This is an optimization exercise on Yosys and OpenROAD, whose aim is small area, not a production implementation. Only simulation tests tie the RTL to the original design; equivalence was not proved. No activity file was given, so power comes from the tool's default toggle rates.

## flow/run.sh

```bash
#!/bin/bash
# Layout flow: the standard flow with these changes:
# - synthesis skips the quick "abc -fast" pass at the end of Yosys's fine
#   stage, so that extract_fa sees the full adders of the RTL as written
#   (abc -fast restructures them and extract_fa then surrounds the adders it
#   finds with inverters);
# - the final technology mapping uses flow/abc_map.script, an area-oriented
#   ABC script, instead of ORFS's abc_area.script;
# - after synthesis, flow/bubble.py moves inverters across full-adder cells
#   (a full adder is self-dual), which removes some inverters; registers and
#   all other cells are untouched;
# - ports are buffered with sky130_fd_sc_hd__buf_1 instead of the delay
#   buffer buffer_ports picks by default.
# Everything else, including the naming and flattening of synth_recipe.tcl and
# all steps after synthesis, is the standard flow.
set -euo pipefail
W=$PWD
ABC_SCRIPT="$W/flow/abc_map.script"
R="$W/orfs/results/$FLOW_PLATFORM/top_level/base"
sed -e 's/synth -top \$::env(DESIGN_NAME) -run fine: {\*}\$synth_full_args/synth -top $::env(DESIGN_NAME) -run fine: -noabc {*}$synth_full_args/' \
    -e "s#^source \$::env(SCRIPTS_DIR)/synth_preamble.tcl\$#&\nset my_i [expr {[lsearch \$abc_args -script] + 1}]\nset abc_args [lreplace \$abc_args \$my_i \$my_i $ABC_SCRIPT]#" \
    "$FLOW_HOME/scripts/synth.tcl" > "$W/synth_custom.tcl"
grep -q -- '-run fine: -noabc' "$W/synth_custom.tcl" || { echo "could not patch synth.tcl (abc -fast)" >&2; exit 1; }
grep -q -- "$ABC_SCRIPT" "$W/synth_custom.tcl" || { echo "could not patch synth.tcl (abc script)" >&2; exit 1; }
sed "s#source \$::env(SCRIPTS_DIR)/synth.tcl#source $W/synth_custom.tcl#" synth_recipe.tcl > "$W/synth_recipe_custom.tcl"
grep -q "synth_custom.tcl" "$W/synth_recipe_custom.tcl" || { echo "could not patch synth_recipe.tcl" >&2; exit 1; }
MAKEVARS=(SYNTH_SCRIPT="$W/synth_recipe_custom.tcl" BUFFER_PORTS_ARGS="-buffer_cell sky130_fd_sc_hd__buf_1")
bash standard.sh "${MAKEVARS[@]}" "$R/1_2_yosys.v" > "$W/flow_synth.log" 2>&1
cp "$R/1_2_yosys.v" "$W/1_2_yosys_before_bubble.v"
python3 "$W/flow/bubble.py" "$W/1_2_yosys_before_bubble.v" "$R/1_2_yosys.v" > "$W/bubble.log" 2>&1
bash standard.sh "${MAKEVARS[@]}" finish > "$W/flow_make.log" 2>&1
```

## flow/abc_map.script

```
strash
&get -n
&deepsyn -T 30
&nf -R 1000 -p -F 10 -C 32
&put
topo
stime -c
```

## flow/bubble.py

```python
#!/usr/bin/env python3
"""Push inverters through full-adder cells of a mapped netlist.

A full adder is self-dual: FA(~a,~b,~c) = (~s, ~co). Flipping an adder
cell (complementing all its inputs and outputs) can remove inverters between
adders. The netlist keeps the same function; only inverter cells and the
connections of adder pins change. Every other cell keeps its connections.
usage: bubble.py in.v out.v"""
import re, sys, collections

src = open(sys.argv[1]).read()
FA = re.compile(r'sky130_fd_sc_hd__fa_\d+$')
INV = re.compile(r'sky130_fd_sc_hd__(clk)?inv_\d+$')

m = re.search(r'\bmodule\s+(\S+)\s*\((.*?)\);', src, re.S)
body_start = m.end()
end = src.rindex('endmodule')
body = src[body_start:end]

# split body into statements
stmts = [s.strip() for s in body.split(';')]
cells = []      # (type, name, [(pin, net)], raw)
others = []
for s in stmts:
    if not s:
        continue
    cm = re.match(r'(sky130_fd_sc_hd__\w+)\s+(\S+)\s*\((.*)\)\s*$', s, re.S)
    if cm:
        pins = re.findall(r'\.(\w+)\(\s*([^()]*?)\s*\)', cm.group(3))
        cells.append([cm.group(1), cm.group(2), pins])
    else:
        others.append(s)

OUTP = {'X', 'Y', 'Q', 'Q_N', 'SUM', 'COUT'}
drv = {}
for i, (t, n, pins) in enumerate(cells):
    for p, net in pins:
        if p in OUTP:
            drv[net] = (i, p)

def root(net):
    """follow inverters back: returns (root net, polarity)"""
    pol = 0
    seen = 0
    while net in drv and INV.match(cells[drv[net][0]][0]):
        i = drv[net][0]
        net = dict(cells[i][2])['A']
        pol ^= 1
        seen += 1
        if seen > 50:
            break
    return net, pol

fa_idx = [i for i, c in enumerate(cells) if FA.match(c[0])]
flip = {i: 0 for i in fa_idx}
# loads: list of (cell index, pin, root, required polarity wrt root before flips)
loads = []
for i, (t, n, pins) in enumerate(cells):
    if INV.match(t):
        continue
    for p, net in pins:
        if p in OUTP:
            continue
        r, pol = root(net)
        loads.append((i, p, r, pol))
# port / assign loads: nets used in 'assign' statements or module outputs
port_nets = set()
for s in others:
    if s.startswith('assign'):
        for tok in re.findall(r'[\\]?[\w\[\]\.$]+', s.split('=', 1)[1]):
            port_nets.add(tok)
hdr_outputs = set()
for s in others:
    om = re.match(r'output\s+(\[[^\]]*\]\s*)?(\S+)', s)
    if om:
        hdr_outputs.add(om.group(2))
fixed_need = collections.defaultdict(set)   # root -> set of polarities needed by fixed loads
for net in list(port_nets) + list(hdr_outputs):
    if net in drv:
        r, pol = root(net)
        fixed_need[r].add(pol)

by_root = collections.defaultdict(list)
for k, (i, p, r, pol) in enumerate(loads):
    by_root[r].append(k)
fa_out_root = {}
for i in fa_idx:
    for p, net in cells[i][2]:
        if p in ('SUM', 'COUT'):
            fa_out_root[net] = i

def phys(r):
    i = fa_out_root.get(r)
    return flip[i] if i is not None else 0

def need(k):
    i, p, r, pol = loads[k]
    if i in flip:
        return pol ^ flip[i]
    return pol

def root_cost(r):
    ph = phys(r)
    pols = {need(k) for k in by_root[r]} | fixed_need.get(r, set())
    return 1 if any(q != ph for q in pols) else 0

def fa_roots(i):
    rs = set()
    for p, net in cells[i][2]:
        if p in OUTP:
            rs.add(net)
        else:
            rs.add(root(net)[0])
    return rs

roots_of = {i: fa_roots(i) for i in fa_idx}
before = sum(root_cost(r) for r in set(by_root) | set(fixed_need))
improved = True
passes = 0
while improved and passes < 50:
    improved = False
    passes += 1
    for i in fa_idx:
        rs = roots_of[i]
        c0 = sum(root_cost(r) for r in rs)
        flip[i] ^= 1
        c1 = sum(root_cost(r) for r in rs)
        if c1 < c0:
            improved = True
        else:
            flip[i] ^= 1
after = sum(root_cost(r) for r in set(by_root) | set(fixed_need))
sys.stderr.write('inverter roots needed: %d -> %d, flipped %d of %d adders\n'
                 % (before, after, sum(flip.values()), len(fa_idx)))

# rebuild: remove all inverters whose outputs are only used via roots; create
# one inverter per root that needs one. Inverters driving fixed loads
# (ports/assigns) are rebuilt too.
new_cells = []
inv_net = {}
cnt = [0]
def inv_of(r):
    if r not in inv_net:
        cnt[0] += 1
        n = '_bp_n%d_' % cnt[0]
        inv_net[r] = n
        new_cells.append(['sky130_fd_sc_hd__inv_1', '_bp_inv%d_' % cnt[0], [('A', r), ('Y', n)]])
    return inv_net[r]

kept = []
for i, (t, n, pins) in enumerate(cells):
    if INV.match(t):
        continue
    newpins = []
    for p, net in pins:
        if p in OUTP:
            newpins.append((p, net))
            continue
        r, pol = root(net)
        q = pol ^ (flip[i] if i in flip else 0)
        newpins.append((p, r if q == phys(r) else inv_of(r)))
    kept.append([t, n, newpins])
# fixed loads on nets: those nets were driven by inverters; re-drive them.
extra = []
for s in others:
    pass
decl_wires = []
fixed_nets = {}
for net in list(port_nets) + list(hdr_outputs):
    if net in drv and INV.match(cells[drv[net][0]][0]):
        r, pol = root(net)
        src_net = r if pol == phys(r) else None
        if src_net is None:
            cnt[0] += 1
            extra.append(['sky130_fd_sc_hd__inv_1', '_bp_inv%d_' % cnt[0], [('A', r), ('Y', net)]])
        else:
            cnt[0] += 1
            extra.append(['sky130_fd_sc_hd__buf_1', '_bp_buf%d_' % cnt[0], [('A', r), ('X', net)]])
# nets that were driven by old inverters and still referenced only by
# non-cell statements are handled above. Wires for new nets:
for r, n in inv_net.items():
    decl_wires.append('wire %s' % n)

out = [src[:body_start]]
for s in others:
    out.append('  %s ;\n' % s)
for w in decl_wires:
    out.append('  %s ;\n' % w)
for t, n, pins in kept + new_cells + extra:
    out.append('  %s %s (%s);\n' % (t, n, ', '.join('.%s(%s )' % pp for pp in pins)))
out.append('endmodule\n')
open(sys.argv[2], 'w').write(''.join(out))
```

## standard.sh

```bash
#!/bin/bash
# synth_recipe.tcl (not shown) runs the flow's synth.tcl, then flattens the netlist and writes it again
# the make line also repeats each setting of config.mk as NAME=value (left out here)
make -C /OpenROAD-flow-scripts/flow DESIGN_CONFIG=/design/flow/config.mk WORK_HOME=/design/flow/orfs CLKGATE_MAP_FILE= SYNTH_SCRIPT=/design/flow/synth_recipe.tcl "${@:-finish}"
```

## config.mk

```make
export PLATFORM = sky130hd
export DESIGN_NAME = top_level
export DESIGN_NICKNAME = top_level
export VERILOG_FILES = /design/flow/design.v
export SDC_FILE = /design/flow/constraint.sdc
export NUM_CORES = 4
export LEC_CHECK = 0
export ABC_AREA = 1
export CAP_MARGIN = 20
export CORE_MARGIN = 2
export CORE_UTILIZATION = 75
export CTS_BUF_LIST = sky130_fd_sc_hd__clkbuf_8
export CTS_CLUSTER_DIAMETER = 80
export CTS_CLUSTER_SIZE = 14
export SLEW_MARGIN = 20
```

## constraint.sdc

```tcl
create_clock -name core_clock -period 10.0 [get_ports {CLK100MHZ}]
set_input_delay 2.0000 -clock core_clock [delete_from_list [all_inputs] [get_ports {CLK100MHZ}]]
set_output_delay 2.0000 -clock core_clock [all_outputs]
set_load 0.01 [all_outputs]
```

## design.v

```verilog
`timescale 1ns / 1ps
module prbs9(enable, o_bit, rst, clk);
    output  o_bit;
    input   enable;
    input   clk;
    input   rst;
    parameter SEED = 9'b110101010;
    reg [8:0] buffer;
    always @(posedge clk) begin
        if (rst)
            buffer <= SEED;
        else if (enable)
            buffer <= {buffer[0] ^ buffer[4], buffer[8:1]};
    end
    assign o_bit = buffer[0];
endmodule
`timescale 1ns / 1ps
module tx(i_tx, enable, o_tx, clk, rst);
    output [7:0] o_tx;
    input   i_tx;
    input   clk;
    input   rst;
    input   enable;
    reg [23:0] buffer_in;
    reg [1:0]  phase;
    reg        zero;
    always @(posedge clk) begin
        if (rst) begin
            buffer_in <= 24'd0;
            phase     <= 2'd3;
            zero      <= 1'b1;
        end else if (enable) begin
            buffer_in <= {i_tx, buffer_in[23:1]};
            phase     <= phase + 2'd1;
            zero      <= 1'b0;
        end
    end
    wire [7:0] t0 = (buffer_in[3] ? (buffer_in[7] ? (buffer_in[11] ? (buffer_in[15] ? (buffer_in[19] ? 8'h3e : 8'h3a) : (buffer_in[19] ? 8'h4c : 8'h48)) : (buffer_in[15] ? (buffer_in[19] ? 8'hae : 8'haa) : (buffer_in[19] ? 8'hbc : 8'hb8))) : (buffer_in[11] ? (buffer_in[15] ? (buffer_in[19] ? 8'h4c : 8'h48) : (buffer_in[19] ? 8'h5a : 8'h56)) : (buffer_in[15] ? (buffer_in[19] ? 8'hbc : 8'hb8) : (buffer_in[19] ? 8'hca : 8'hc6)))) : (buffer_in[7] ? (buffer_in[11] ? (buffer_in[15] ? (buffer_in[19] ? 8'h3a : 8'h36) : (buffer_in[19] ? 8'h48 : 8'h44)) : (buffer_in[15] ? (buffer_in[19] ? 8'haa : 8'ha6) : (buffer_in[19] ? 8'hb8 : 8'hb4))) : (buffer_in[11] ? (buffer_in[15] ? (buffer_in[19] ? 8'h48 : 8'h44) : (buffer_in[19] ? 8'h56 : 8'h52)) : (buffer_in[15] ? (buffer_in[19] ? 8'hb8 : 8'hb4) : (buffer_in[19] ? 8'hc6 : 8'hc2)))));
    wire [7:0] t1 = (buffer_in[0] ? (buffer_in[8] ? (buffer_in[12] ? (buffer_in[16] ? 8'h3b : 8'h51) : (buffer_in[16] ? 8'hbf : 8'hd5)) : (buffer_in[12] ? (buffer_in[16] ? 8'h27 : 8'h3d) : (buffer_in[16] ? 8'hab : 8'hc1))) : (buffer_in[8] ? (buffer_in[12] ? (buffer_in[16] ? 8'h3f : 8'h55) : (buffer_in[16] ? 8'hc3 : 8'hd9)) : (buffer_in[12] ? (buffer_in[16] ? 8'h2b : 8'h41) : (buffer_in[16] ? 8'haf : 8'hc5))));
    wire [7:0] t2 = (buffer_in[1] ? (buffer_in[5] ? (buffer_in[9] ? (buffer_in[13] ? (buffer_in[17] ? (buffer_in[21] ? 8'h3e : 8'h40) : (buffer_in[21] ? 8'h48 : 8'h4a)) : (buffer_in[17] ? (buffer_in[21] ? 8'hf4 : 8'hf6) : (buffer_in[21] ? 8'hfe : 8'h00))) : (buffer_in[13] ? (buffer_in[17] ? (buffer_in[21] ? 8'hf4 : 8'hf6) : (buffer_in[21] ? 8'hfe : 8'h00)) : (buffer_in[17] ? (buffer_in[21] ? 8'haa : 8'hac) : (buffer_in[21] ? 8'hb4 : 8'hb6)))) : (buffer_in[9] ? (buffer_in[13] ? (buffer_in[17] ? (buffer_in[21] ? 8'h48 : 8'h4a) : (buffer_in[21] ? 8'h52 : 8'h54)) : (buffer_in[17] ? (buffer_in[21] ? 8'hfe : 8'h00) : (buffer_in[21] ? 8'h08 : 8'h0a))) : (buffer_in[13] ? (buffer_in[17] ? (buffer_in[21] ? 8'hfe : 8'h00) : (buffer_in[21] ? 8'h08 : 8'h0a)) : (buffer_in[17] ? (buffer_in[21] ? 8'hb4 : 8'hb6) : (buffer_in[21] ? 8'hbe : 8'hc0))))) : (buffer_in[5] ? (buffer_in[9] ? (buffer_in[13] ? (buffer_in[17] ? (buffer_in[21] ? 8'h40 : 8'h42) : (buffer_in[21] ? 8'h4a : 8'h4c)) : (buffer_in[17] ? (buffer_in[21] ? 8'hf6 : 8'hf8) : (buffer_in[21] ? 8'h00 : 8'h02))) : (buffer_in[13] ? (buffer_in[17] ? (buffer_in[21] ? 8'hf6 : 8'hf8) : (buffer_in[21] ? 8'h00 : 8'h02)) : (buffer_in[17] ? (buffer_in[21] ? 8'hac : 8'hae) : (buffer_in[21] ? 8'hb6 : 8'hb8)))) : (buffer_in[9] ? (buffer_in[13] ? (buffer_in[17] ? (buffer_in[21] ? 8'h4a : 8'h4c) : (buffer_in[21] ? 8'h54 : 8'h56)) : (buffer_in[17] ? (buffer_in[21] ? 8'h00 : 8'h02) : (buffer_in[21] ? 8'h0a : 8'h0c))) : (buffer_in[13] ? (buffer_in[17] ? (buffer_in[21] ? 8'h00 : 8'h02) : (buffer_in[21] ? 8'h0a : 8'h0c)) : (buffer_in[17] ? (buffer_in[21] ? 8'hb6 : 8'hb8) : (buffer_in[21] ? 8'hc0 : 8'hc2))))));
    wire [7:0] t3 = (buffer_in[6] ? (buffer_in[10] ? (buffer_in[14] ? (buffer_in[22] ? 8'h3b : 8'h3f) : (buffer_in[22] ? 8'h27 : 8'h2b)) : (buffer_in[14] ? (buffer_in[22] ? 8'hbf : 8'hc3) : (buffer_in[22] ? 8'hab : 8'haf))) : (buffer_in[10] ? (buffer_in[14] ? (buffer_in[22] ? 8'h51 : 8'h55) : (buffer_in[22] ? 8'h3d : 8'h41)) : (buffer_in[14] ? (buffer_in[22] ? 8'hd5 : 8'hd9) : (buffer_in[22] ? 8'hc1 : 8'hc5))));
    wire [7:0] s = phase[1] ? (phase[0] ? t3 : t2) : (phase[0] ? t1 : t0);
    assign o_tx = zero ? 8'd0 : s;
endmodule
`timescale 1ns / 1ps
module rx(clk, rst, enable, i_rx, i_sw, o_rx);
    input clk;
    input rst;
    input enable;
    input signed [7:0] i_rx;
    input [1:0] i_sw;
    output reg o_rx;
    reg [1:0] down_counter;
    reg sgn;
    reg [7:0] s1;
    reg [7:0] s2;
    reg [7:0] s3;
    reg [7:0] s4;
    reg [7:0] s5;
    reg [7:0] s6;
    reg [7:0] s7;
    reg [7:0] s8;
    reg [7:0] s9;
    reg [7:0] s10;
    reg [7:0] s11;
    reg [7:0] s12;
    reg [7:0] s13;
    reg [7:0] s14;
    reg [7:0] s15;
    reg [7:0] s16;
    reg [7:0] s17;
    reg [7:0] s18;
    reg [7:0] s19;
    reg [7:0] s20;
    reg [7:0] s21;
    reg [7:0] s22;
    reg [7:0] s23;
    wire n1 = s6[0] ^ s18[0];
    wire n2 = s6[0] & s18[0];
    wire n3 = (s6[1] ^ s18[1]) ^ n2;
    wire n4 = (s6[1] & (s18[1] | n2)) | (s18[1] & n2);
    wire n5 = (s6[2] ^ s18[2]) ^ n4;
    wire n6 = (s6[2] & (s18[2] | n4)) | (s18[2] & n4);
    wire n7 = (s6[3] ^ s18[3]) ^ n6;
    wire n8 = (s6[3] & (s18[3] | n6)) | (s18[3] & n6);
    wire n9 = (s6[4] ^ s18[4]) ^ n8;
    wire n10 = (s6[4] & (s18[4] | n8)) | (s18[4] & n8);
    wire n11 = (s6[5] ^ s18[5]) ^ n10;
    wire n12 = (s6[5] & (s18[5] | n10)) | (s18[5] & n10);
    wire n13 = (s6[6] ^ s18[6]) ^ n12;
    wire n14 = (s6[6] & (s18[6] | n12)) | (s18[6] & n12);
    wire n15 = (s6[7] ^ s18[7]) ^ n14;
    wire n16 = (s6[7] & (s18[7] | n14)) | (s18[7] & n14);
    wire n17 = s7[0] ^ s17[0];
    wire n18 = s7[0] & s17[0];
    wire n19 = (s7[1] ^ s17[1]) ^ n18;
    wire n20 = (s7[1] & (s17[1] | n18)) | (s17[1] & n18);
    wire n21 = (s7[2] ^ s17[2]) ^ n20;
    wire n22 = (s7[2] & (s17[2] | n20)) | (s17[2] & n20);
    wire n23 = (s7[3] ^ s17[3]) ^ n22;
    wire n24 = (s7[3] & (s17[3] | n22)) | (s17[3] & n22);
    wire n25 = (s7[4] ^ s17[4]) ^ n24;
    wire n26 = (s7[4] & (s17[4] | n24)) | (s17[4] & n24);
    wire n27 = (s7[5] ^ s17[5]) ^ n26;
    wire n28 = (s7[5] & (s17[5] | n26)) | (s17[5] & n26);
    wire n29 = (s7[6] ^ s17[6]) ^ n28;
    wire n30 = (s7[6] & (s17[6] | n28)) | (s17[6] & n28);
    wire n31 = (s7[7] ^ s17[7]) ^ n30;
    wire n32 = (s7[7] & (s17[7] | n30)) | (s17[7] & n30);
    wire n33 = s8[0] ^ s16[0];
    wire n34 = s8[0] & s16[0];
    wire n35 = (s8[1] ^ s16[1]) ^ n34;
    wire n36 = (s8[1] & (s16[1] | n34)) | (s16[1] & n34);
    wire n37 = (s8[2] ^ s16[2]) ^ n36;
    wire n38 = (s8[2] & (s16[2] | n36)) | (s16[2] & n36);
    wire n39 = (s8[3] ^ s16[3]) ^ n38;
    wire n40 = (s8[3] & (s16[3] | n38)) | (s16[3] & n38);
    wire n41 = (s8[4] ^ s16[4]) ^ n40;
    wire n42 = (s8[4] & (s16[4] | n40)) | (s16[4] & n40);
    wire n43 = (s8[5] ^ s16[5]) ^ n42;
    wire n44 = (s8[5] & (s16[5] | n42)) | (s16[5] & n42);
    wire n45 = (s8[6] ^ s16[6]) ^ n44;
    wire n46 = (s8[6] & (s16[6] | n44)) | (s16[6] & n44);
    wire n47 = (s8[7] ^ s16[7]) ^ n46;
    wire n48 = (s8[7] & (s16[7] | n46)) | (s16[7] & n46);
    wire n49 = s9[0] ^ s15[0];
    wire n50 = s9[0] & s15[0];
    wire n51 = (s9[1] ^ s15[1]) ^ n50;
    wire n52 = (s9[1] & (s15[1] | n50)) | (s15[1] & n50);
    wire n53 = (s9[2] ^ s15[2]) ^ n52;
    wire n54 = (s9[2] & (s15[2] | n52)) | (s15[2] & n52);
    wire n55 = (s9[3] ^ s15[3]) ^ n54;
    wire n56 = (s9[3] & (s15[3] | n54)) | (s15[3] & n54);
    wire n57 = (s9[4] ^ s15[4]) ^ n56;
    wire n58 = (s9[4] & (s15[4] | n56)) | (s15[4] & n56);
    wire n59 = (s9[5] ^ s15[5]) ^ n58;
    wire n60 = (s9[5] & (s15[5] | n58)) | (s15[5] & n58);
    wire n61 = (s9[6] ^ s15[6]) ^ n60;
    wire n62 = (s9[6] & (s15[6] | n60)) | (s15[6] & n60);
    wire n63 = (s9[7] ^ s15[7]) ^ n62;
    wire n64 = (s9[7] & (s15[7] | n62)) | (s15[7] & n62);
    wire n65 = s10[0] ^ s14[0];
    wire n66 = s10[0] & s14[0];
    wire n67 = (s10[1] ^ s14[1]) ^ n66;
    wire n68 = (s10[1] & (s14[1] | n66)) | (s14[1] & n66);
    wire n69 = (s10[2] ^ s14[2]) ^ n68;
    wire n70 = (s10[2] & (s14[2] | n68)) | (s14[2] & n68);
    wire n71 = (s10[3] ^ s14[3]) ^ n70;
    wire n72 = (s10[3] & (s14[3] | n70)) | (s14[3] & n70);
    wire n73 = (s10[4] ^ s14[4]) ^ n72;
    wire n74 = (s10[4] & (s14[4] | n72)) | (s14[4] & n72);
    wire n75 = (s10[5] ^ s14[5]) ^ n74;
    wire n76 = (s10[5] & (s14[5] | n74)) | (s14[5] & n74);
    wire n77 = (s10[6] ^ s14[6]) ^ n76;
    wire n78 = (s10[6] & (s14[6] | n76)) | (s14[6] & n76);
    wire n79 = (s10[7] ^ s14[7]) ^ n78;
    wire n80 = (s10[7] & (s14[7] | n78)) | (s14[7] & n78);
    wire n81 = s11[0] ^ s13[0];
    wire n82 = s11[0] & s13[0];
    wire n83 = (s11[1] ^ s13[1]) ^ n82;
    wire n84 = (s11[1] & (s13[1] | n82)) | (s13[1] & n82);
    wire n85 = (s11[2] ^ s13[2]) ^ n84;
    wire n86 = (s11[2] & (s13[2] | n84)) | (s13[2] & n84);
    wire n87 = (s11[3] ^ s13[3]) ^ n86;
    wire n88 = (s11[3] & (s13[3] | n86)) | (s13[3] & n86);
    wire n89 = (s11[4] ^ s13[4]) ^ n88;
    wire n90 = (s11[4] & (s13[4] | n88)) | (s13[4] & n88);
    wire n91 = (s11[5] ^ s13[5]) ^ n90;
    wire n92 = (s11[5] & (s13[5] | n90)) | (s13[5] & n90);
    wire n93 = (s11[6] ^ s13[6]) ^ n92;
    wire n94 = (s11[6] & (s13[6] | n92)) | (s13[6] & n92);
    wire n95 = (s11[7] ^ s13[7]) ^ n94;
    wire n96 = (s11[7] & (s13[7] | n94)) | (s13[7] & n94);
    wire n97 = s1[3] ^ s23[3];
    wire n98 = s1[3] & s23[3];
    wire n99 = (s1[4] ^ s23[4]) ^ s2[5];
    wire n100 = (s1[4] & (s23[4] | s2[5])) | (s23[4] & s2[5]);
    wire n101 = s22[5] ^ s4[4];
    wire n102 = s22[5] & s4[4];
    wire n103 = (s1[5] ^ s23[5]) ^ s2[6];
    wire n104 = (s1[5] & (s23[5] | s2[6])) | (s23[5] & s2[6]);
    wire n105 = (s22[6] ^ s4[5]) ^ s20[5];
    wire n106 = (s22[6] & (s4[5] | s20[5])) | (s4[5] & s20[5]);
    wire n107 = n13 ^ n9;
    wire n108 = n13 & n9;
    wire n109 = (s1[6] ^ s23[6]) ^ s2[7];
    wire n110 = (s1[6] & (s23[6] | s2[7])) | (s23[6] & s2[7]);
    wire n111 = (s22[7] ^ s4[6]) ^ s20[6];
    wire n112 = (s22[7] & (s4[6] | s20[6])) | (s4[6] & s20[6]);
    wire n113 = (n15 ^ n11) ^ n31;
    wire n114 = (n15 & (n11 | n31)) | (n11 & n31);
    wire n115 = (s1[7] ^ s23[7]) ^ s4[7];
    wire n116 = (s1[7] & (s23[7] | s4[7])) | (s23[7] & s4[7]);
    wire n117 = (s20[7] ^ n16) ^ n13;
    wire n118 = (s20[7] & (n16 | n13)) | (n16 & n13);
    wire n119 = n32 ^ n31;
    wire n120 = n32 & n31;
    wire n121 = s1[0] ^ s23[0];
    wire n122 = s1[0] & s23[0];
    wire n123 = (s1[1] ^ s23[1]) ^ s2[2];
    wire n124 = (s1[1] & (s23[1] | s2[2])) | (s23[1] & s2[2]);
    wire n125 = (s22[2] ^ s4[1]) ^ s20[1];
    wire n126 = (s22[2] & (s4[1] | s20[1])) | (s4[1] & s20[1]);
    wire n127 = (s1[2] ^ s23[2]) ^ s2[3];
    wire n128 = (s1[2] & (s23[2] | s2[3])) | (s23[2] & s2[3]);
    wire n129 = (s22[3] ^ s4[2]) ^ s20[2];
    wire n130 = (s22[3] & (s4[2] | s20[2])) | (s4[2] & s20[2]);
    wire n131 = (n7 ^ n3) ^ n23;
    wire n132 = (n7 & (n3 | n23)) | (n3 & n23);
    wire n133 = (n21 ^ n17) ^ n33;
    wire n134 = (n21 & (n17 | n33)) | (n17 & n33);
    wire n135 = (n97 ^ s2[4]) ^ s22[4];
    wire n136 = (n97 & (s2[4] | s22[4])) | (s2[4] & s22[4]);
    wire n137 = (s4[3] ^ s20[3]) ^ n9;
    wire n138 = (s4[3] & (s20[3] | n9)) | (s20[3] & n9);
    wire n139 = (n5 ^ n25) ^ n23;
    wire n140 = (n5 & (n25 | n23)) | (n25 & n23);
    wire n141 = (n19 ^ n35) ^ n55;
    wire n142 = (n19 & (n35 | n55)) | (n35 & n55);
    wire n143 = (n51 ^ n73) ^ n69;
    wire n144 = (n51 & (n73 | n69)) | (n73 & n69);
    wire n145 = (n98 ^ n99) ^ n101;
    wire n146 = (n98 & (n99 | n101)) | (n99 & n101);
    wire n147 = (s20[4] ^ n11) ^ n7;
    wire n148 = (s20[4] & (n11 | n7)) | (n11 & n7);
    wire n149 = (n27 ^ n25) ^ n21;
    wire n150 = (n27 & (n25 | n21)) | (n25 & n21);
    wire n151 = (n37 ^ n57) ^ n53;
    wire n152 = (n37 & (n57 | n53)) | (n57 & n53);
    wire n153 = (n75 ^ n71) ^ n65;
    wire n154 = (n75 & (n71 | n65)) | (n71 & n65);
    wire n155 = (n100 ^ n102) ^ n103;
    wire n156 = (n100 & (n102 | n103)) | (n102 & n103);
    wire n157 = (n105 ^ n107) ^ n29;
    wire n158 = (n105 & (n107 | n29)) | (n107 & n29);
    wire n159 = (n27 ^ n23) ^ n39;
    wire n160 = (n27 & (n23 | n39)) | (n23 & n39);
    wire n161 = (n59 ^ n55) ^ n77;
    wire n162 = (n59 & (n55 | n77)) | (n55 & n77);
    wire n163 = (n73 ^ n67) ^ n81;
    wire n164 = (n73 & (n67 | n81)) | (n67 & n81);
    wire n165 = ~s12[3];
    wire n166 = (n45 ^ n91) ^ n165;
    wire n167 = (n45 & (n91 | n165)) | (n91 & n165);
    wire n168 = (n104 ^ n106) ^ n108;
    wire n169 = (n104 & (n106 | n108)) | (n106 & n108);
    wire n170 = (n109 ^ n111) ^ n113;
    wire n171 = (n109 & (n111 | n113)) | (n111 & n113);
    wire n172 = (n29 ^ n25) ^ n41;
    wire n173 = (n29 & (n25 | n41)) | (n25 & n41);
    wire n174 = (n61 ^ n57) ^ n79;
    wire n175 = (n61 & (n57 | n79)) | (n57 & n79);
    wire n176 = (n75 ^ n69) ^ n83;
    wire n177 = (n75 & (n69 | n83)) | (n69 & n83);
    wire n178 = ~s12[4];
    wire n179 = (n47 ^ n93) ^ n178;
    wire n180 = (n47 & (n93 | n178)) | (n93 & n178);
    wire n181 = (n110 ^ n112) ^ n114;
    wire n182 = (n110 & (n112 | n114)) | (n112 & n114);
    wire n183 = (n115 ^ n117) ^ n119;
    wire n184 = (n115 & (n117 | n119)) | (n117 & n119);
    wire n185 = (n27 ^ n43) ^ n63;
    wire n186 = (n27 & (n43 | n63)) | (n43 & n63);
    wire n187 = (n59 ^ n80) ^ n77;
    wire n188 = (n59 & (n80 | n77)) | (n80 & n77);
    wire n189 = (n71 ^ n85) ^ s12[5];
    wire n190 = (n71 & (n85 | s12[5])) | (n85 & s12[5]);
    wire n191 = n48 ^ n95;
    wire n192 = ~n48 | ~n95;
    wire n193 = (n116 ^ n118) ^ n120;
    wire n194 = (n116 & (n118 | n120)) | (n118 & n120);
    wire n195 = (n15 ^ n32) ^ n29;
    wire n196 = (n15 & (n32 | n29)) | (n32 & n29);
    wire n197 = (n45 ^ n64) ^ n61;
    wire n198 = (n45 & (n64 | n61)) | (n64 & n61);
    wire n199 = (n79 ^ n73) ^ n87;
    wire n200 = (n79 & (n73 | n87)) | (n73 & n87);
    wire n201 = n16 ^ n31;
    wire n202 = n16 & n31;
    wire n203 = (n121 ^ s2[1]) ^ s22[1];
    wire n204 = (n121 & (s2[1] | s22[1])) | (s2[1] & s22[1]);
    wire n205 = (s4[0] ^ s20[0]) ^ n3;
    wire n206 = (s4[0] & (s20[0] | n3)) | (s20[0] & n3);
    wire n207 = (n122 ^ n123) ^ n125;
    wire n208 = (n122 & (n123 | n125)) | (n123 & n125);
    wire n209 = (n5 ^ n1) ^ n21;
    wire n210 = (n5 & (n1 | n21)) | (n1 & n21);
    wire n211 = (n19 ^ n51) ^ n69;
    wire n212 = (n19 & (n51 | n69)) | (n51 & n69);
    wire n213 = (n124 ^ n126) ^ n127;
    wire n214 = (n124 & (n126 | n127)) | (n126 & n127);
    wire n215 = (n129 ^ n131) ^ n133;
    wire n216 = (n129 & (n131 | n133)) | (n131 & n133);
    wire n217 = (n53 ^ n49) ^ n71;
    wire n218 = (n53 & (n49 | n71)) | (n49 & n71);
    wire n219 = n67 ^ s12[0];
    wire n220 = n67 & s12[0];
    wire n221 = (n128 ^ n130) ^ n132;
    wire n222 = (n128 & (n130 | n132)) | (n130 & n132);
    wire n223 = (n134 ^ n135) ^ n137;
    wire n224 = (n134 & (n135 | n137)) | (n135 & n137);
    wire n225 = (n139 ^ n141) ^ n143;
    wire n226 = (n139 & (n141 | n143)) | (n141 & n143);
    wire n227 = n41 ^ n87;
    wire n228 = ~n41 | ~n87;
    wire n229 = (n136 ^ n138) ^ n140;
    wire n230 = (n136 & (n138 | n140)) | (n138 & n140);
    wire n231 = (n142 ^ n144) ^ n145;
    wire n232 = (n142 & (n144 | n145)) | (n144 & n145);
    wire n233 = (n147 ^ n149) ^ n151;
    wire n234 = (n147 & (n149 | n151)) | (n149 & n151);
    wire n235 = (s12[2] ^ n43) ^ n89;
    wire n236 = (s12[2] & (n43 | n89)) | (n43 & n89);
    wire n237 = (n146 ^ n148) ^ n150;
    wire n238 = (n146 & (n148 | n150)) | (n148 & n150);
    wire n239 = (n152 ^ n154) ^ s12[2];
    wire n240 = (n152 & (n154 | s12[2])) | (n154 & s12[2]);
    wire n241 = (n155 ^ n157) ^ n159;
    wire n242 = (n155 & (n157 | n159)) | (n157 & n159);
    wire n243 = (n161 ^ n163) ^ s12[0];
    wire n244 = (n161 & (n163 | s12[0])) | (n163 & s12[0]);
    wire n245 = (n156 ^ n158) ^ n160;
    wire n246 = (n156 & (n158 | n160)) | (n158 & n160);
    wire n247 = (n162 ^ n164) ^ n168;
    wire n248 = (n162 & (n164 | n168)) | (n164 & n168);
    wire n249 = (n170 ^ n172) ^ n174;
    wire n250 = (n170 & (n172 | n174)) | (n172 & n174);
    wire n251 = ~n176;
    wire n252 = (n167 ^ n179) ^ n251;
    wire n253 = (n167 & (n179 | n251)) | (n179 & n251);
    wire n254 = (n169 ^ n171) ^ n173;
    wire n255 = (n169 & (n171 | n173)) | (n171 & n173);
    wire n256 = (n175 ^ n177) ^ n181;
    wire n257 = (n175 & (n177 | n181)) | (n177 & n181);
    wire n258 = (n183 ^ n185) ^ n187;
    wire n259 = (n183 & (n185 | n187)) | (n185 & n187);
    wire n260 = ~n189;
    wire n261 = (n180 ^ n191) ^ n260;
    wire n262 = (n180 & (n191 | n260)) | (n191 & n260);
    wire n263 = (n182 ^ n184) ^ n186;
    wire n264 = (n182 & (n184 | n186)) | (n184 & n186);
    wire n265 = (n188 ^ n190) ^ n192;
    wire n266 = (n188 & (n190 | n192)) | (n190 & n192);
    wire n267 = (n193 ^ n195) ^ n197;
    wire n268 = (n193 & (n195 | n197)) | (n195 & n197);
    wire n269 = (n199 ^ s12[6]) ^ s12[3];
    wire n270 = (n199 & (s12[6] | s12[3])) | (s12[6] & s12[3]);
    wire n271 = (n194 ^ n196) ^ n198;
    wire n272 = (n194 & (n196 | n198)) | (n196 & n198);
    wire n273 = (n200 ^ n201) ^ n47;
    wire n274 = (n200 & (n201 | n47)) | (n201 & n47);
    wire n275 = (n63 ^ n80) ^ n75;
    wire n276 = (n63 & (n80 | n75)) | (n80 & n75);
    wire n277 = (n89 ^ s12[7]) ^ s12[4];
    wire n278 = (n89 & (s12[7] | s12[4])) | (s12[7] & s12[4]);
    wire n279 = (n202 ^ n32) ^ n48;
    wire n280 = (n202 & (n32 | n48)) | (n32 & n48);
    wire n281 = n64 ^ n77;
    wire n282 = n64 & n77;
    wire n283 = s2[0] ^ s22[0];
    wire n284 = s2[0] & s22[0];
    wire n285 = (n203 ^ n205) ^ n19;
    wire n286 = (n203 & (n205 | n19)) | (n205 & n19);
    wire n287 = (n17 ^ n49) ^ n67;
    wire n288 = (n17 & (n49 | n67)) | (n49 & n67);
    wire n289 = (n204 ^ n206) ^ n207;
    wire n290 = (n204 & (n206 | n207)) | (n206 & n207);
    wire n291 = (n209 ^ n211) ^ n65;
    wire n292 = (n209 & (n211 | n65)) | (n211 & n65);
    wire n293 = n37 ^ n83;
    wire n294 = n37 | n83;
    wire n295 = (n208 ^ n210) ^ n212;
    wire n296 = (n208 & (n210 | n212)) | (n210 & n212);
    wire n297 = (n213 ^ n215) ^ n217;
    wire n298 = (n213 & (n215 | n217)) | (n215 & n217);
    wire n299 = ~n219;
    wire n300 = (n299 ^ n39) ^ n85;
    wire n301 = (n299 & (n39 | n85)) | (n39 & n85);
    wire n302 = (n214 ^ n216) ^ n218;
    wire n303 = (n214 & (n216 | n218)) | (n216 & n218);
    wire n304 = (n220 ^ n221) ^ n223;
    wire n305 = (n220 & (n221 | n223)) | (n221 & n223);
    wire n306 = ~n227;
    wire n307 = (n306 ^ n225) ^ s12[1];
    wire n308 = (n306 & (n225 | s12[1])) | (n225 & s12[1]);
    wire n309 = (n222 ^ n224) ^ n226;
    wire n310 = (n222 & (n224 | n226)) | (n224 & n226);
    wire n311 = (n228 ^ n229) ^ n231;
    wire n312 = (n228 & (n229 | n231)) | (n229 & n231);
    wire n313 = ~n235;
    wire n314 = (n313 ^ n233) ^ n153;
    wire n315 = (n313 & (n233 | n153)) | (n233 & n153);
    wire n316 = (n230 ^ n232) ^ n234;
    wire n317 = (n230 & (n232 | n234)) | (n232 & n234);
    wire n318 = (n237 ^ n239) ^ n241;
    wire n319 = (n237 & (n239 | n241)) | (n239 & n241);
    wire n320 = ~n243;
    wire n321 = (n320 ^ n236) ^ n166;
    wire n322 = (n320 & (n236 | n166)) | (n236 & n166);
    wire n323 = (n238 ^ n240) ^ n242;
    wire n324 = (n238 & (n240 | n242)) | (n240 & n242);
    wire n325 = (n244 ^ n245) ^ n247;
    wire n326 = (n244 & (n245 | n247)) | (n245 & n247);
    wire n327 = ~n252;
    wire n328 = (n327 ^ n249) ^ s12[1];
    wire n329 = (n327 & (n249 | s12[1])) | (n249 & s12[1]);
    wire n330 = (n246 ^ n248) ^ n250;
    wire n331 = (n246 & (n248 | n250)) | (n248 & n250);
    wire n332 = (n254 ^ n256) ^ n258;
    wire n333 = (n254 & (n256 | n258)) | (n256 & n258);
    wire n334 = ~s12[2];
    wire n335 = (n334 ^ n253) ^ n261;
    wire n336 = (n334 & (n253 | n261)) | (n253 & n261);
    wire n337 = (n255 ^ n257) ^ n259;
    wire n338 = (n255 & (n257 | n259)) | (n257 & n259);
    wire n339 = (n263 ^ n265) ^ n267;
    wire n340 = (n263 & (n265 | n267)) | (n265 & n267);
    wire n341 = ~n269;
    wire n342 = (n341 ^ n262) ^ n96;
    wire n343 = (n341 & (n262 | n96)) | (n262 & n96);
    wire n344 = (n264 ^ n266) ^ n268;
    wire n345 = (n264 & (n266 | n268)) | (n266 & n268);
    wire n346 = (n270 ^ n271) ^ n273;
    wire n347 = (n270 & (n271 | n273)) | (n271 & n273);
    wire n348 = n275 ^ n277;
    wire n349 = n275 | n277;
    wire n350 = (n272 ^ n274) ^ n276;
    wire n351 = (n272 & (n274 | n276)) | (n274 & n276);
    wire n352 = (n278 ^ n279) ^ n281;
    wire n353 = (n278 & (n279 | n281)) | (n279 & n281);
    wire n354 = n91 ^ s12[5];
    wire n355 = n91 | s12[5];
    wire n356 = (n280 ^ n282) ^ n79;
    wire n357 = (n280 & (n282 | n79)) | (n282 & n79);
    wire n358 = (n283 ^ n1) ^ n17;
    wire n359 = (n283 & (n1 | n17)) | (n1 & n17);
    wire n360 = (n284 ^ n285) ^ n287;
    wire n361 = (n284 & (n285 | n287)) | (n285 & n287);
    wire n362 = n35 ^ n81;
    wire n363 = n35 | n81;
    wire n364 = (n286 ^ n288) ^ n289;
    wire n365 = (n286 & (n288 | n289)) | (n288 & n289);
    wire n366 = n291 ^ n293;
    wire n367 = n291 | n293;
    wire n368 = (n290 ^ n292) ^ n295;
    wire n369 = (n290 & (n292 | n295)) | (n292 & n295);
    wire n370 = ~n297;
    wire n371 = (n370 ^ n294) ^ n300;
    wire n372 = (n370 & (n294 | n300)) | (n294 & n300);
    wire n373 = (n296 ^ n298) ^ n302;
    wire n374 = (n296 & (n298 | n302)) | (n298 & n302);
    wire n375 = ~n301;
    wire n376 = (n375 ^ n304) ^ n307;
    wire n377 = (n375 & (n304 | n307)) | (n304 & n307);
    wire n378 = (n303 ^ n305) ^ n308;
    wire n379 = (n303 & (n305 | n308)) | (n305 & n308);
    wire n380 = (n309 ^ n311) ^ n314;
    wire n381 = (n309 & (n311 | n314)) | (n311 & n314);
    wire n382 = (n310 ^ n312) ^ n315;
    wire n383 = (n310 & (n312 | n315)) | (n312 & n315);
    wire n384 = ~n321;
    wire n385 = (n384 ^ n316) ^ n318;
    wire n386 = (n384 & (n316 | n318)) | (n316 & n318);
    wire n387 = (n317 ^ n319) ^ n323;
    wire n388 = (n317 & (n319 | n323)) | (n319 & n323);
    wire n389 = ~n322;
    wire n390 = (n389 ^ n325) ^ n328;
    wire n391 = (n389 & (n325 | n328)) | (n325 & n328);
    wire n392 = (n324 ^ n326) ^ n329;
    wire n393 = (n324 & (n326 | n329)) | (n326 & n329);
    wire n394 = ~n335;
    wire n395 = (n394 ^ n330) ^ n332;
    wire n396 = (n394 & (n330 | n332)) | (n330 & n332);
    wire n397 = (n331 ^ n333) ^ n337;
    wire n398 = (n331 & (n333 | n337)) | (n333 & n337);
    wire n399 = ~n339;
    wire n400 = (n399 ^ n336) ^ n342;
    wire n401 = (n399 & (n336 | n342)) | (n336 & n342);
    wire n402 = (n338 ^ n340) ^ n344;
    wire n403 = (n338 & (n340 | n344)) | (n340 & n344);
    wire n404 = ~n346;
    wire n405 = (n404 ^ n343) ^ n348;
    wire n406 = (n404 & (n343 | n348)) | (n343 & n348);
    wire n407 = (n345 ^ n347) ^ n349;
    wire n408 = (n345 & (n347 | n349)) | (n347 & n349);
    wire n409 = ~n354;
    wire n410 = (n409 ^ n350) ^ n352;
    wire n411 = (n409 & (n350 | n352)) | (n350 & n352);
    wire n412 = (n351 ^ n353) ^ n355;
    wire n413 = (n351 & (n353 | n355)) | (n353 & n355);
    wire n414 = (n356 ^ n93) ^ s12[6];
    wire n415 = (n356 & (n93 | s12[6])) | (n93 & s12[6]);
    wire n416 = (n357 ^ n80) ^ n95;
    wire n417 = (n357 & (n80 | n95)) | (n80 & n95);
    wire n418 = n358 ^ n65;
    wire n419 = n358 & n65;
    wire n420 = (n359 ^ n360) ^ n362;
    wire n421 = (n359 & (n360 | n362)) | (n360 & n362);
    wire n422 = ~n361;
    wire n423 = (n363 ^ n366) ^ n422;
    wire n424 = (n363 & (n366 | n422)) | (n366 & n422);
    wire n425 = (n365 ^ n367) ^ n368;
    wire n426 = (n365 & (n367 | n368)) | (n367 & n368);
    wire n427 = (n369 ^ n373) ^ n376;
    wire n428 = (n369 & (n373 | n376)) | (n373 & n376);
    wire n429 = (n374 ^ n377) ^ n378;
    wire n430 = (n374 & (n377 | n378)) | (n377 & n378);
    wire n431 = (n379 ^ n381) ^ n382;
    wire n432 = (n379 & (n381 | n382)) | (n381 & n382);
    wire n433 = (n383 ^ n386) ^ n387;
    wire n434 = (n383 & (n386 | n387)) | (n386 & n387);
    wire n435 = (n388 ^ n391) ^ n392;
    wire n436 = (n388 & (n391 | n392)) | (n391 & n392);
    wire n437 = (n393 ^ n396) ^ n397;
    wire n438 = (n393 & (n396 | n397)) | (n396 & n397);
    wire n439 = ~n398;
    wire n440 = (n401 ^ n405) ^ n439;
    wire n441 = (n401 & (n405 | n439)) | (n405 & n439);
    wire n442 = (n403 ^ n407) ^ n410;
    wire n443 = (n403 & (n407 | n410)) | (n407 & n410);
    wire n444 = (n408 ^ n411) ^ n412;
    wire n445 = (n408 & (n411 | n412)) | (n411 & n412);
    wire n446 = (n413 ^ n415) ^ n416;
    wire n447 = (n413 & (n415 | n416)) | (n415 & n416);
    wire n448 = n417 ^ n96;
    wire n449 = n417 & n96;
    wire n450 = n419 ^ n420;
    wire n451 = n419 | n420;
    wire n452 = ~n423;
    wire n453 = (n452 ^ n421) ^ n364;
    wire n454 = (n452 & (n421 | n364)) | (n421 & n364);
    wire n455 = ~n425;
    wire n456 = (n455 ^ n424) ^ n371;
    wire n457 = (n455 & (n424 | n371)) | (n424 & n371);
    wire n458 = ~n372;
    wire n459 = (n458 ^ n426) ^ n427;
    wire n460 = (n458 & (n426 | n427)) | (n426 & n427);
    wire n461 = (n428 ^ n429) ^ n380;
    wire n462 = (n428 & (n429 | n380)) | (n429 & n380);
    wire n463 = (n430 ^ n431) ^ n385;
    wire n464 = (n430 & (n431 | n385)) | (n431 & n385);
    wire n465 = (n432 ^ n433) ^ n390;
    wire n466 = (n432 & (n433 | n390)) | (n433 & n390);
    wire n467 = (n434 ^ n435) ^ n395;
    wire n468 = (n434 & (n435 | n395)) | (n435 & n395);
    wire n469 = ~n400;
    wire n470 = (n469 ^ n436) ^ n437;
    wire n471 = (n469 & (n436 | n437)) | (n436 & n437);
    wire n472 = ~n440;
    wire n473 = (n472 ^ n438) ^ n402;
    wire n474 = (n472 & (n438 | n402)) | (n438 & n402);
    wire n475 = ~n442;
    wire n476 = (n475 ^ n441) ^ n406;
    wire n477 = (n475 & (n441 | n406)) | (n441 & n406);
    wire n478 = (n443 ^ n444) ^ n414;
    wire n479 = (n443 & (n444 | n414)) | (n444 & n414);
    wire n480 = (n445 ^ n446) ^ s12[7];
    wire n481 = (n445 & (n446 | s12[7])) | (n446 & s12[7]);
    wire n482 = n447 ^ n448;
    wire n483 = n447 | n448;
    wire n484 = n418 ^ n33;
    wire n485 = n418 | n33;
    wire n486 = ~n418;
    wire n487 = (n486 ^ n450) ^ n485;
    wire n488 = (n486 & (n450 | n485)) | (n450 & n485);
    wire n489 = ~n488;
    wire n490 = (n451 ^ n453) ^ n489;
    wire n491 = (n451 & (n453 | n489)) | (n453 & n489);
    wire n492 = ~n456;
    wire n493 = (n454 ^ n492) ^ n491;
    wire n494 = (n454 & (n492 | n491)) | (n492 & n491);
    wire n495 = ~n457;
    wire n496 = (n495 ^ n459) ^ n494;
    wire n497 = (n495 & (n459 | n494)) | (n459 & n494);
    wire n498 = (n460 ^ n461) ^ n497;
    wire n499 = (n460 & (n461 | n497)) | (n461 & n497);
    wire n500 = (n462 ^ n463) ^ n499;
    wire n501 = (n462 & (n463 | n499)) | (n463 & n499);
    wire n502 = (n464 ^ n465) ^ n501;
    wire n503 = (n464 & (n465 | n501)) | (n465 & n501);
    wire n504 = (n466 ^ n467) ^ n503;
    wire n505 = (n466 & (n467 | n503)) | (n467 & n503);
    wire n506 = (n468 ^ n470) ^ n505;
    wire n507 = (n468 & (n470 | n505)) | (n470 & n505);
    wire n508 = (n471 ^ n473) ^ n507;
    wire n509 = (n471 & (n473 | n507)) | (n473 & n507);
    wire n510 = ~n476;
    wire n511 = (n474 ^ n510) ^ n509;
    wire n512 = (n474 & (n510 | n509)) | (n510 & n509);
    wire n513 = ~n477;
    wire n514 = (n513 ^ n478) ^ n512;
    wire n515 = (n513 & (n478 | n512)) | (n478 & n512);
    wire n516 = (n479 ^ n480) ^ n515;
    wire n517 = (n479 & (n480 | n515)) | (n480 & n515);
    wire n518 = ~n482;
    wire n519 = (n481 ^ n518) ^ n517;
    wire n520 = (n481 & (n518 | n517)) | (n518 & n517);
    wire neg = n449 ^ n483 ^ n520;
    always @(posedge clk) begin
        if (rst) begin
            s1 <= 8'h7f;
            s2 <= 8'h7f;
            s3 <= 8'h7f;
            s4 <= 8'h80;
            s5 <= 8'h80;
            s6 <= 8'h7f;
            s7 <= 8'h7f;
            s8 <= 8'h7f;
            s9 <= 8'h80;
            s10 <= 8'h80;
            s11 <= 8'h80;
            s12 <= 8'h80;
            s13 <= 8'h80;
            s14 <= 8'h80;
            s15 <= 8'h80;
            s16 <= 8'h7f;
            s17 <= 8'h7f;
            s18 <= 8'h7f;
            s19 <= 8'h7f;
            s20 <= 8'h80;
            s21 <= 8'h80;
            s22 <= 8'h7f;
            s23 <= 8'h7f;
            sgn <= 1'b0;
            o_rx <= 1'b0;
            down_counter <= 2'd0;
        end else if (enable) begin
            s1 <= i_rx ^ 8'h7f;
            s2 <= s1;
            s3 <= s2;
            s4 <= s3 ^ 8'hff;
            s5 <= s4;
            s6 <= s5 ^ 8'hff;
            s7 <= s6;
            s8 <= s7;
            s9 <= s8 ^ 8'hff;
            s10 <= s9;
            s11 <= s10;
            s12 <= s11;
            s13 <= s12;
            s14 <= s13;
            s15 <= s14;
            s16 <= s15 ^ 8'hff;
            s17 <= s16;
            s18 <= s17;
            s19 <= s18;
            s20 <= s19 ^ 8'hff;
            s21 <= s20;
            s22 <= s21 ^ 8'hff;
            s23 <= s22;
            sgn <= neg;
            down_counter <= down_counter + 2'd1;
            if (down_counter == i_sw)
                o_rx <= ~sgn;
        end
    end
endmodule
`timescale 1ns / 1ps
module ber(clk, rst, enable, clk_count, i_prbs, i_rx, o_err);
    input  clk;
    input  rst;
    input  enable;
    input  [1:0] clk_count;
    input  i_prbs;
    input  i_rx;
    output o_err;
    reg [512:0] ring;
    reg [3:0] cap;
    reg       o_error;
    reg [8:0] count;
    reg       started;
    reg       error;
    reg [8:0] ber_shift;
    assign o_err = o_error;
    wire [31:0] taps;
    genvar g;
    generate
        for (g = 0; g < 32; g = g + 1) begin : g_tap
            assign taps[g] = ring[16*g];
        end
    endgenerate
    wire       tap    = taps[ber_shift[6:2]];
    wire [1:0] wslot  = count[1:0] - 2'd1;
    wire [1:0] rslot  = count[1:0] - ber_shift[1:0] - 2'd1;
    wire       now    = (ber_shift[1:0] == 2'd0) & (ber_shift[8:7] == 2'd3);
    wire       hist   = now ? tap : cap[rslot];
    wire       valid  = started;
    wire       miss   = (valid & hist) ^ i_prbs;
    wire       last   = (ber_shift == ~count);
    always @(posedge clk) begin
        ring <= {ring[511:0], enable ? i_rx : ring[512]};
        if (clk_count == {~ber_shift[8], ber_shift[7]})
            cap[wslot] <= tap;
    end
    always @(posedge clk) begin
        if (rst) begin
            o_error   <= 1'b0;
            count     <= 9'd0;
            started   <= 1'b0;
            error     <= 1'b0;
            ber_shift <= 9'd0;
        end else if (enable) begin
            count <= count + 9'd1;
            started <= 1'b1;
            error <= error | miss;
            if (last) begin
                if (!error) begin
                    o_error <= 1'b1;
                    error   <= miss;
                end else begin
                    ber_shift <= ber_shift + 9'd1;
                    error     <= 1'b0;
                    o_error   <= 1'b0;
                end
            end
        end
    end
endmodule
`timescale 1ns / 1ps
module top_level(
                rst,
                CLK100MHZ,
                i_switch,
                o_led,
                o_tx,
                o_rx
                );
    input       rst;
    input       CLK100MHZ;
    input [3:0] i_switch;
    output      o_led;
    output [7:0] o_tx;
    output      o_rx;
    parameter SEED   = 9'b110101010;
    wire        o_prbs;
    wire        reset;
    reg [1:0]   clk_count;
    reg         enable;
    assign reset  = ~rst;
    always @(posedge CLK100MHZ) begin
        if (reset) begin
            clk_count <= 2'd0;
            enable    <= 1'b0;
        end else begin
            clk_count <= clk_count + 2'd1;
            enable    <= (clk_count == 2'd0);
        end
    end
    prbs9 #(.SEED(SEED)) prbs_r(
        .clk   (CLK100MHZ),
        .enable(enable),
        .rst   (reset),
        .o_bit (o_prbs)
    );
    tx tx_r(
        .clk   (CLK100MHZ),
        .rst   (reset),
        .enable(i_switch[0]),
        .i_tx  (o_prbs),
        .o_tx  (o_tx)
    );
    rx rx_r(
        .clk   (CLK100MHZ),
        .rst   (reset),
        .enable(i_switch[1]),
        .i_rx  (o_tx),
        .i_sw  (i_switch[2:1]),
        .o_rx  (o_rx)
    );
    ber ber_r(
        .clk      (CLK100MHZ),
        .rst      (reset),
        .enable   (enable),
        .clk_count(clk_count),
        .i_prbs   (o_prbs),
        .i_rx     (o_rx),
        .o_err    (o_led)
    );
endmodule
```

==> results_dict.tcl, run 1 <==
set metrics [dict create \
    power_leakage_nw 9.814 \
    cap_violations 0 \
    path_clk_slew_ns 0.09 \
    post-route-util_pct 82.17 \
    drt_first_pass_iters 5 \
    worstPathRequired_ns 10.59 \
    synth_nets 1861 \
    worst_path_largest_cell_delay_ns 0.59 \
    clk_latency_ns 0.66 \
    finalCritPeriodShare_pct 96.86 \
    die_y_um 181.4 \
    n_fill_cell 1479 \
    coreArea_mm2 0.03075 \
    drc_errors 0 \
    crit_type "flop to flop" \
    numCtsBuffers 60 \
    grt_pass1_wl_mm 74.23 \
    worstPathArrival_ns 10.28 \
    placed_area_mm2 0.02421 \
    r2r_slack_ns 0.31 \
    vias 12500 \
    routed_wl_mm 46.43 \
    drive_gt1_share_pct 6.257 \
    synth.cell_area_mm2 0.02360 \
    io_buffers 14 \
    cts_sinks 765 \
    io_pins 16 \
    run_status "finished clean" \
    hold_viol_final 0 \
    start_util_pct 76.75 \
    final_cell_area_mm2 0.02527 \
    gp_congestion 0.8963 \
    irDropWorstVdd_mv 0.2368 \
    slew_headroom_pct 29.28 \
    cts_root_buf "clkbuf_8" \
    cp_max_fo 3 \
    viasPerCell 5.930 \
    syn_avg_cell_area_um2 14.60 \
    fin_ws_ns 0.3144 \
    tritoncts "done" \
    cts_hold_buf 0 \
    finalSetupViolations 0 \
    grt_pass1_vias 13450 \
    die_x_um 181.4 \
    wl_per_cell_um 22.03 \
    cts_buffer_depth 3 \
    grtUsageTotal_pct 29.29 \
    cts_max_level 2 \
    slowest_stage "fa_2" \
    antenna_found_initial 0 \
    fin_skew_ns 0.03097 \
    cp-end-kind "flop" \
    yosysWarnings 5 \
    syn_to_final_growth_pct 7.067 \
    period_needed_ns 9.686 \
    finalPower_w 0.004855 \
    start_kind "flop" \
    hold_path_class "flop to flop" \
    p_per_area_mw_per_mm2 192.1 \
    num_rows 64 \
    die_area_mm2 0.03290 \
    drt_iter0_markers 944 \
    finalMaxSlewViolations 0 \
    overflow 0 \
    fmax_mhz 103.2 \
    worstMarginPinSlew_ns 1.061 \
    fin_nets 1950 \
    drtAntennaViolNets 0 \
    grt_max_degree 99 \
    hpwl_mm 30.29 \
    post-place-ws_ns -0.2013 \
    syn_inst 1616 \
]
-- stage by stage --
stage / cells / hold WS [ns] / setup TNS (ns)
final: 2107 / 0.3111 / 0
after global routing: 2106 / 0.3291 / -0.02039
after CTS: 2101 / 0.3242 / 0
after detailed placement: 2032 / 0.3121 / -0.2013
after global placement: 2032 / 0.3103 / 0
after floorplan: 1616 / 0.3096 / 0
-- report_power, final --
group	leakage [nW]	internal, W	switching (W)
clock	0.486	0.000575	0.000921
combinational	3.15	0.000102	0.000152
sequential	6.17	0.00307	0.0000298
-- what timing repair did --
item,4_1_cts,5_1_grt
resized for setup,12,14
setup buffers,2,4
endpoints found under the setup margin,1,1
pin swaps,2,15
-- final cells by class --
type	instances	area (um^2)	share of cell area, %
flip-flops and latches	765	15350	60.77
inverters	62	232.7	0.9210
multi-input cells	789	8095	32.04
diodes	1	2.502	0.009903
repair buffers	27	162.7	0.6437
clock inverters	7	98.84	0.3912
clock buffers	60	825.8	3.268
well taps	396	495.5	1.961
-- path summary, 6_finish.rpt --
path	cells past startpoint	startpoint	to
hold / removal	0	ber_r.ring[10]$_DFF_P_	ber_r.ring[11]$_DFF_P_
hold reg to reg	0	ber_r.ring[10]$_DFF_P_	ber_r.ring[11]$_DFF_P_
setup / recovery	29	rx_r.s17[0]$_SDFFE_PN1P_	rx_r.sgn$_SDFFE_PN0P_
setup reg to reg	29	rx_r.s17[0]$_SDFFE_PN1P_	rx_r.sgn$_SDFFE_PN0P_
-- cell usage in the layout (no fill, tap or decap), drive strengths merged, types with 14 or more instances in the layout --
master	count
dfxtp	761
fa	202
a22o	88
nor2	73
a21oi	69
o22a	67
inv	67
nand2	63
clkbuf	60
o21ai	55
ha	37
buf	27
nand3	14
-- registers in the layout, summed over array words and instances, names as in the netlist, 9 cells and up --
signal / flops
ber_r.count: 9
tx_r.buffer_in: 24
prbs_r.buffer: 9
ber_r.ring: 513
ber_r.ber_shift: 9
-- layer usage --
metal / vias to the layer above / GRT usage [%] / share of wire (%)
met5: - / 0 / 0
met4: 0 / 11.58 / 4.0
met3: 137 / 4.974 / 4.9
met2: 405 / 50.36 / 51
met1: 6312 / 37.56 / 40
li1: 5641 / - / -
-- worst max-delay path, delay by kind of cell (launching register included) --
kind / cells / cell delay (ns)
flops: 1 / 0.33
fa+ha+maj: 19 / 8.18
simple gates: 3 / 0.39
compound gates: 7 / 0.72
==> run 2: changes to the inputs <==
--- a/config.mk
+++ b/config.mk
@@ -8,8 +8,8 @@
 export ABC_AREA = 1
 export CAP_MARGIN = 20
 export CORE_MARGIN = 2
-export CORE_UTILIZATION = 75
+export CORE_UTILIZATION = 85
 export CTS_BUF_LIST = sky130_fd_sc_hd__clkbuf_8
-export CTS_CLUSTER_DIAMETER = 80
-export CTS_CLUSTER_SIZE = 14
+export CTS_CLUSTER_DIAMETER = 60
+export CTS_CLUSTER_SIZE = 18
 export SLEW_MARGIN = 20
==> results_dict.tcl, run 2 <==
set metrics [dict create \
    cts_root_buf "clkbuf_8" \
    io_pins 16 \
    post-place-ws_ns -0.4414 \
    start_util_pct 87.08 \
    syn_avg_cell_area_um2 14.60 \
    die_x_um 170.6 \
    synth.cell_area_mm2 0.02360 \
    cts_max_level 2 \
    postCtsSetupBuffers 4 \
    cts_hold_buf 0 \
    syn_inst 1616 \
    gp_congestion 0.8710 \
    yosysWarnings 5 \
    die_y_um 170.6 \
    numCtsBuffers 50 \
    run_status "did not finish" \
    cts_sinks 765 \
    io_buffers 14 \
    synth_nets 1861 \
    num_rows 60 \
    cts_buffer_depth 3 \
    ctsResizeCount 19 \
    stop_stage "clock tree synthesis" \
    stop_error "[ERROR DPL-0033] detailed placement checks failed during check placement." \
    placed_area_mm2 0.02418 \
    hpwl_mm 38.97 \
]
-- run 2: per-stage QoR --
stage | instances | utilization (%)
after global placement | 2008 | 89.23
after detailed placement | 2008 | 89.23
after floorplan | 1616 | -
-- run 2: how the worst min path moves through the flow --
stage                                        from                 endpoint  slack (ns)  cells past startpoint
after global placement    ber_r.ring[250]$_DFF_P_  ber_r.ring[251]$_DFF_P_        0.31                      0
after detailed placement  ber_r.ring[103]$_DFF_P_  ber_r.ring[104]$_DFF_P_        0.31                      0
after floorplan            ber_r.ring[99]$_DFF_P_  ber_r.ring[100]$_DFF_P_        0.31                      0
-- run 2: power by group through the flow --
stage               Clock, W  Combinational (W)  Sequential [W]
detailed placement         0           0.000265         0.00318
global placement           0           0.000224         0.00317
floorplan                  0           0.000179         0.00316
==> run 3: changes to the inputs <==
--- a/config.mk
+++ b/config.mk
@@ -8,7 +8,7 @@
 export ABC_AREA = 1
 export CAP_MARGIN = 20
 export CORE_MARGIN = 2
-export CORE_UTILIZATION = 85
+export CORE_UTILIZATION = 75
 export CTS_BUF_LIST = sky130_fd_sc_hd__clkbuf_8
 export CTS_CLUSTER_DIAMETER = 60
 export CTS_CLUSTER_SIZE = 18
==> results_dict.tcl, run 3 <==
set metrics [dict create \
    cts_sinks 765 \
    vias 12490 \
    drt_iter0_markers 1035 \
    fin_ws_ns 0.3397 \
    antenna_found_initial 2 \
    power_frac_comb_pct 5.3 \
    reg2reg_depth 28 \
    num_rows 64 \
    finalSetupViolations 0 \
    worstMarginPinSlew_ns 1.030 \
    swShare_pct 23.04 \
    slew_headroom_pct 30.70 \
    viasPerCell 5.955 \
    p_seq_share_pct 65.3 \
    wl_per_cell_um 22.19 \
    drive_gt1_share_pct 5.526 \
    period_needed_ns 9.660 \
    yosysWarnings 5 \
    clk_latency_ns 0.64 \
    worstReg2RegEnd "rx_r.sgn$_SDFFE_PN0P_" \
    cts_root_buf "clkbuf_8" \
    diodes 0 \
    syn_to_final_growth_pct 6.388 \
    fin_skew_ns 0.02626 \
    reg.largest.list "ber_r.ring x513, tx_r.buffer_in x24" \
    irDropWorstVdd_mv 0.2176 \
    overflow 0 \
    drc_errors 0 \
    p_sw_w 0.001096 \
    finalCritPeriodShare_pct 96.60 \
    clkPwrFrac_pct 29.4 \
    post-route-util_pct 81.65 \
    drt_first_pass_iters 5 \
    largest_reg_flops 513 \
    power_leakage_nw 9.733 \
    worst_path_largest_cell_delay_ns 0.66 \
    regMostFlops "ber_r.ring" \
    hpwl_mm 30.29 \
    synth.cell_area_mm2 0.02360 \
    hold_viol_final 0 \
    path_clk_slew_ns 0.11 \
    fin_nets 1936 \
    cp_max_fo 3 \
    cp-end-kind "flop" \
    cts_buffer_depth 3 \
    slowest_stage "fa_2" \
    drtAntennaViolNets 0 \
    gp_congestion 0.8963 \
    post-place-ws_ns -0.2013 \
    crit_top_cell "fa_1" \
    p_per_area_mw_per_mm2 189.5 \
    hold_path_class "flop to flop" \
    io_buffers 14 \
    start_util_pct 76.75 \
    synth_nets 1861 \
    die_area_mm2 0.03290 \
    cts_max_level 2 \
    cts_hold_buf 0 \
    syn_inst 1616 \
    grt_pass1_wl_mm 74.62 \
    min-delay-start "ber_r.ring[414]$_DFF_P_" \
    die_y_um 181.4 \
    fmax_mhz 103.5 \
    grtUsageTotal_pct 29.54 \
    worstPathRequired_ns 10.60 \
    die_x_um 181.4 \
    cap_violations 0 \
    worstReg2RegStart "rx_r.s14[0]$_SDFFE_PN0P_" \
    finalMaxSlewViolations 0 \
    syn_avg_cell_area_um2 14.60 \
    layout_commonest_cell "dfxtp_1" \
    run_status "finished clean" \
    numCtsBuffers 50 \
    r2r_slack_ns 0.34 \
    grt_pass1_vias 13510 \
    io_pins 16 \
    worstPathArrival_ns 10.26 \
    final_cell_mix "761 x dfxtp_1, 182 x fa_1, 88 x a22o_1" \
    crit_type "flop to flop" \
    routed_wl_mm 46.53 \
    tritoncts "done" \
    grt_setup_unrepaired "no" \
    min_to "ber_r.ring[415]$_DFF_P_" \
    internal_power_w 0.003661 \
    grt_max_degree 99 \
    hold_depth 0 \
    start_kind "flop" \
    coreArea_mm2 0.03075 \
]
[run 3: metrics by stage]
step / cells / power, W / cell area (um^2) / hold WS, ns / TNS (ns)
after floorplan: 1616 / 0.003341 / 23600 / 0.3096 / 0
after global placement: 2032 / 0.003398 / 24210 / 0.3103 / 0
after detailed placement: 2032 / 0.003419 / 24210 / 0.3121 / -0.2013
after CTS: 2095 / 0.004772 / 25060 / 0.3278 / 0
after global routing: 2097 / 0.004909 / 25110 / 0.3302 / 0
final: 2097 / 0.004757 / 25110 / 0.3260 / 0
[run 3: worst max path at each step]
stage | to | cells past startpoint | start
after detailed placement | rx_r.sgn$_SDFFE_PN0P_ | 29 | rx_r.s17[0]$_SDFFE_PN1P_
after CTS | rx_r.sgn$_SDFFE_PN0P_ | 29 | rx_r.s17[0]$_SDFFE_PN1P_
final | rx_r.sgn$_SDFFE_PN0P_ | 28 | rx_r.s14[0]$_SDFFE_PN0P_
after global routing | rx_r.sgn$_SDFFE_PN0P_ | 28 | rx_r.s14[0]$_SDFFE_PN0P_
after floorplan | rx_r.sgn$_SDFFE_PN0P_ | 29 | rx_r.s17[0]$_SDFFE_PN1P_
after global placement | rx_r.sgn$_SDFFE_PN0P_ | 29 | rx_r.s17[0]$_SDFFE_PN1P_
[run 3: critical path: cells and delay by family (launching register included)]
kind | cells | cell delay [ns]
compound gates | 7 | 0.70
fa+ha+maj | 18 | 8.26
flops | 1 | 0.35
simple gates | 3 | 0.34
[run 3: routing by layer]
layer  vias up  track usage, %  wire (um)
li1       5618               -          -
met4         2           11.64       1856
met2       390           50.48      23490
met1      6355           38.11      19000
met3       122           5.094       2167
met5         -               0         13
[run 3: power groups by stage]
stage	sequential, W	clock (W)	combinational (W)
floorplan	0.00316	0	0.000179
global placement	0.00317	0	0.000225
detailed placement	0.00317	0	0.000245
CTS	0.00311	0.00142	0.000249
global route	0.00311	0.00152	0.000282
finish	0.00311	0.00140	0.000252
[run 3: what timing repair did]
item | 4_1_cts | 5_1_grt
setup endpoints to repair | 1 | 1
resized for setup | 13 | 9
buffers inserted | 1 | 1
pin swaps | 5 | 13
[run 3: final cells by class]
class / instances / area [um^2]
Clock buffer: 51 / 701.9
Clock inverter: 11 / 107.6
Fill cell: 1499 / 5642
Inverter: 62 / 232.7
Multi-Input combinational cell: 789 / 8083
Sequential cell: 765 / 15350
Tap cell: 396 / 495.5
Timing Repair Buffer: 23 / 132.6

==> re-timing with driven ports <==
In the flow no input, the clock included, has a driving cell. The finished layouts below were timed again as built, in two steps. Step 1 sets driving cells, clkbuf_16 on the clock port and buf_2 on the other inputs (assumed; they add their load-dependent delay and slew). Step 2 times the ports against the registers' clock, not the clock port: input delays grow and output delays shrink by t, the midpoint of the rising clock arrivals with the driver on. Slacks: no drivers / after step 1 / after step 2; pairs: no drivers / after step 1.
run | t (ns) | slack for setup (ns) | hold WS [ns] | cell pins on the clock port's net
run 1 | 0.697 | 0.314 / 0.314 / 0.314 | 0.311 / 0.311 / 0.311 | 1
run 3 | 0.682 | 0.340 / 0.340 / 0.340 | 0.326 / 0.326 / 0.326 | 1
After both steps setup and hold are still met in every run listed.
